This design comes from an exercise in tuning for small area on the open sky130 flow, not from production work. Function was checked by simulation only, so behaviour that the tests miss may differ from the original. Power is estimated from default activity; no workload was simulated.

==> module fifo_sel3, before the edit <==
module fifo_sel3
#(
  parameter int W = 32
)(
  input  logic         ld,
  input  logic         sh,
  input  logic         hd,
  input  logic [W-1:0] a,
  input  logic [W-1:0] b,
  input  logic [W-1:0] c,
  output logic [W-1:0] y
);
assign y = ({W{ld}} & a) | ({W{sh}} & b) | ({W{hd}} & c);
endmodule
==> module fifo_sel2, before the edit <==
module fifo_sel2
#(
  parameter int W = 32
)(
  input  logic         sa,
  input  logic         sb,
  input  logic [W-1:0] a,
  input  logic [W-1:0] b,
  output logic [W-1:0] y
);
assign y = ({W{sa}} & a) | ({W{sb}} & b);
endmodule
==> module fifo_priority, before the edit <==
module fifo_priority
#(
  parameter int DW    = 33,
  parameter int DEPTH = 5
)
(
  input  logic                clk,
  input  logic                rst,
  input  logic[DW-1:0]      data_in,
  input  logic              vld_i,
  output logic              rdy_o,
  output logic[DW-1:0]   data_out,
  output logic              vld_o,
  input  logic              rdy_i
);
localparam int W   = DW - 1;          
localparam int NS  = 2 * DEPTH - 1;   
localparam int MID = DEPTH - 1;       
logic [DEPTH-1:0] h_occ, l_occ;
logic [W-1:0]     slot [NS];
logic h_ne, l_ne;
logic push, push_h, push_n, pop_h, pop_n;
assign h_ne = h_occ[0];
assign l_ne = l_occ[0];
assign rdy_o = !(h_occ[DEPTH-1] | l_occ[DEPTH-1]);
assign vld_o = h_ne | l_ne;
assign push   = vld_i & rdy_o;
assign push_h = push & data_in[DW-1];
assign push_n = push & !data_in[DW-1];
assign pop_h  = rdy_i & h_ne;
assign pop_n  = rdy_i & !h_ne & l_ne;
always_ff @(posedge clk) begin
  if (rst) begin
    h_occ <= '0;
    l_occ <= '0;
  end else begin
    if (push_h & !pop_h) h_occ <= {h_occ[DEPTH-2:0], 1'b1};
    else if (!push_h & pop_h) h_occ <= {1'b0, h_occ[DEPTH-1:1]};
    if (push_n & !pop_n) l_occ <= {l_occ[DEPTH-2:0], 1'b1};
    else if (!push_n & pop_n) l_occ <= {1'b0, l_occ[DEPTH-1:1]};
  end
end
function automatic logic is_cnt(input logic [DEPTH-1:0] occ, input int k);
  logic gt_km1, gt_k;
  gt_km1 = (k == 0) ? 1'b1 : occ[k-1];
  gt_k   = (k >= DEPTH) ? 1'b0 : occ[k];
  is_cnt = gt_km1 & !gt_k;
endfunction
logic [NS-1:0] ld, sh, hd;
always_comb begin
  for (int i = 0; i < MID; i++) begin
    ld[i] = push_h & (pop_h ? is_cnt(h_occ, i + 1) : is_cnt(h_occ, i));
    sh[i] = !ld[i] & rdy_i;
    ld[NS-1-i] = push_n & (pop_n ? is_cnt(l_occ, i + 1) : is_cnt(l_occ, i));
    sh[NS-1-i] = !ld[NS-1-i] & rdy_i & !h_ne;
  end
  ld[MID] = (push_h & !pop_h & is_cnt(h_occ, MID)) |
            (push_n & !pop_n & is_cnt(l_occ, MID));
  sh[MID] = 1'b0;
  hd = ~(ld | sh);
end
logic [W-1:0] slot_nxt [NS];
for (genvar i = 0; i < NS; i++) begin : g_slot
  if (i == MID) begin : g_mid
    fifo_sel2 #(.W(W)) u_sel (
      .sa(ld[i]), .sb(hd[i]),
      .a(data_in[W-1:0]), .b(slot[i]), .y(slot_nxt[i])
    );
  end else begin : g_end
    fifo_sel3 #(.W(W)) u_sel (
      .ld(ld[i]), .sh(sh[i]), .hd(hd[i]),
      .a(data_in[W-1:0]), .b(slot[i < MID ? i + 1 : i - 1]), .c(slot[i]),
      .y(slot_nxt[i])
    );
  end
end
always_ff @(posedge clk) begin
  for (int i = 0; i < NS; i++) slot[i] <= slot_nxt[i];
end
logic [W-1:0] front;
fifo_sel2 #(.W(W)) u_out (
  .sa(h_ne), .sb(!h_ne), .a(slot[0]), .b(slot[NS-1]), .y(front)
);
assign data_out = {h_ne, front};
endmodule
export LEC_CHECK = 0
export CAP_MARGIN = 20
export CORE_MARGIN = 2
export CORE_UTILIZATION = 40
export SLEW_MARGIN = 20
export SYNTH_HIERARCHICAL = 1
export SYNTH_MINIMUM_KEEP_SIZE = 0
create_clock -name core_clock -period 5.0 [get_ports {clk}]
standard.sh (not shown) runs the stock make flow with config.mk's settings and CLKGATE_MAP_FILE= SYNTH_SCRIPT=/design/flow/synth_recipe.tcl, a recipe that flattens the netlist after the stock synthesis.
==> flow/flow/run.sh <==
#!/bin/bash
# The standard layout, with two changes: the port buffers are the smallest
# buffer cell, and clock tree synthesis uses small clock buffers and adds no
# dummy loads.
set -euo pipefail
cd "$(dirname "$0")/.."
bash standard.sh \
  "BUFFER_PORTS_ARGS=-buffer_cell sky130_fd_sc_hd__buf_1" \
  "CTS_ARGS=-sink_clustering_enable -repair_clock_nets -dont_use_dummy_load -buf_list {sky130_fd_sc_hd__clkbuf_8} -sink_clustering_size 20 -sink_clustering_max_diameter 50" \
  finish > flow.log 2>&1
Next try:
--- a/flow/design.v
+++ b/flow/design.v
@@ -8,11 +8,11 @@
   input  logic [W-1:0] a,
   input  logic [W-1:0] b,
   input  logic [W-1:0] c,
   output logic [W-1:0] y
 );
-assign y = ({W{ld}} & a) | ({W{sh}} & b) | ({W{hd}} & c);
+assign y = ~(({W{ld}} & a) | ({W{sh}} & b) | ({W{hd}} & c));
 endmodule
 module fifo_sel2
 #(
   parameter int W = 32
 )(
@@ -20,11 +20,24 @@
   input  logic         sb,
   input  logic [W-1:0] a,
   input  logic [W-1:0] b,
   output logic [W-1:0] y
 );
-assign y = ({W{sa}} & a) | ({W{sb}} & b);
+assign y = ~(({W{sa}} & a) | ({W{sb}} & b));
+endmodule
+module fifo_front
+#(
+  parameter int W = 32
+)(
+  input  logic         sa,
+  input  logic         sb,
+  input  logic         inv,
+  input  logic [W-1:0] a,
+  input  logic [W-1:0] b,
+  output logic [W-1:0] y
+);
+assign y = (({W{sa}} & a) | ({W{sb}} & b)) ^ {W{inv}};
 endmodule
 module fifo_priority
 #(
   parameter int DW    = 33,
   parameter int DEPTH = 5
@@ -41,10 +54,12 @@
 );
 localparam int W   = DW - 1;          
 localparam int NS  = 2 * DEPTH - 1;   
 localparam int MID = DEPTH - 1;       
 logic [DEPTH-1:0] h_occ, l_occ;
+logic             pol;
+logic [W-1:0]     din_p;
 logic [W-1:0]     slot [NS];
 logic h_ne, l_ne;
 logic push, push_h, push_n, pop_h, pop_n;
 assign h_ne = h_occ[0];
 assign l_ne = l_occ[0];
@@ -53,10 +68,15 @@
 assign push   = vld_i & rdy_o;
 assign push_h = push & data_in[DW-1];
 assign push_n = push & !data_in[DW-1];
 assign pop_h  = rdy_i & h_ne;
 assign pop_n  = rdy_i & !h_ne & l_ne;
+always_ff @(posedge clk) begin
+  if (rst) pol <= 1'b0;
+  else     pol <= !pol;
+end
+assign din_p = data_in[W-1:0] ^ {W{pol}};
 always_ff @(posedge clk) begin
   if (rst) begin
     h_occ <= '0;
     l_occ <= '0;
   end else begin
@@ -88,24 +108,24 @@
 logic [W-1:0] slot_nxt [NS];
 for (genvar i = 0; i < NS; i++) begin : g_slot
   if (i == MID) begin : g_mid
     fifo_sel2 #(.W(W)) u_sel (
       .sa(ld[i]), .sb(hd[i]),
-      .a(data_in[W-1:0]), .b(slot[i]), .y(slot_nxt[i])
+      .a(din_p), .b(slot[i]), .y(slot_nxt[i])
     );
   end else begin : g_end
     fifo_sel3 #(.W(W)) u_sel (
       .ld(ld[i]), .sh(sh[i]), .hd(hd[i]),
-      .a(data_in[W-1:0]), .b(slot[i < MID ? i + 1 : i - 1]), .c(slot[i]),
+      .a(din_p), .b(slot[i < MID ? i + 1 : i - 1]), .c(slot[i]),
       .y(slot_nxt[i])
     );
   end
 end
 always_ff @(posedge clk) begin
   for (int i = 0; i < NS; i++) slot[i] <= slot_nxt[i];
 end
 logic [W-1:0] front;
-fifo_sel2 #(.W(W)) u_out (
-  .sa(h_ne), .sb(!h_ne), .a(slot[0]), .b(slot[NS-1]), .y(front)
+fifo_front #(.W(W)) u_out (
+  .sa(h_ne), .sb(!h_ne), .inv(pol), .a(slot[0]), .b(slot[NS-1]), .y(front)
 );
 assign data_out = {h_ne, front};
 endmodule
=> Global-route usage went up by 0.49 points. Worst hold slack got worse by 30 ps. Routed wire length went down by 2.0%. Combinational power went up by about 75%. Sequential share of layout area went up by 2.3 points.

## port drivers added, routing unchanged
The results above use ideal ports. As a check the final layouts listed here were re-extracted and re-timed, cells and wires unchanged.
Step 1 sets driving cells, clkbuf_16 on the clock port and buf_2 on the other inputs (assumed; they add their load-dependent delay and slew).
Step 2 times the ports against the registers' clock, not the clock port: input delays grow and output delays shrink by t, the midpoint of the rising clock arrivals with the driver on.
Slacks: ideal / step 1 / step 2; pairs: ideal / step 1.
run | t, ns | setup slack, ns | worst setup path at the end
the first run | 0.599 | 2.033 / 1.990 / 1.457 | input to register
the second run | 0.584 | 1.679 / 1.633 / 1.507 | input to register
After both steps every run listed still meets setup and hold. For the first run, which loses most, drivers alone change the setup slack by -0.043 ns; drivers and shift together by -0.576 ns.
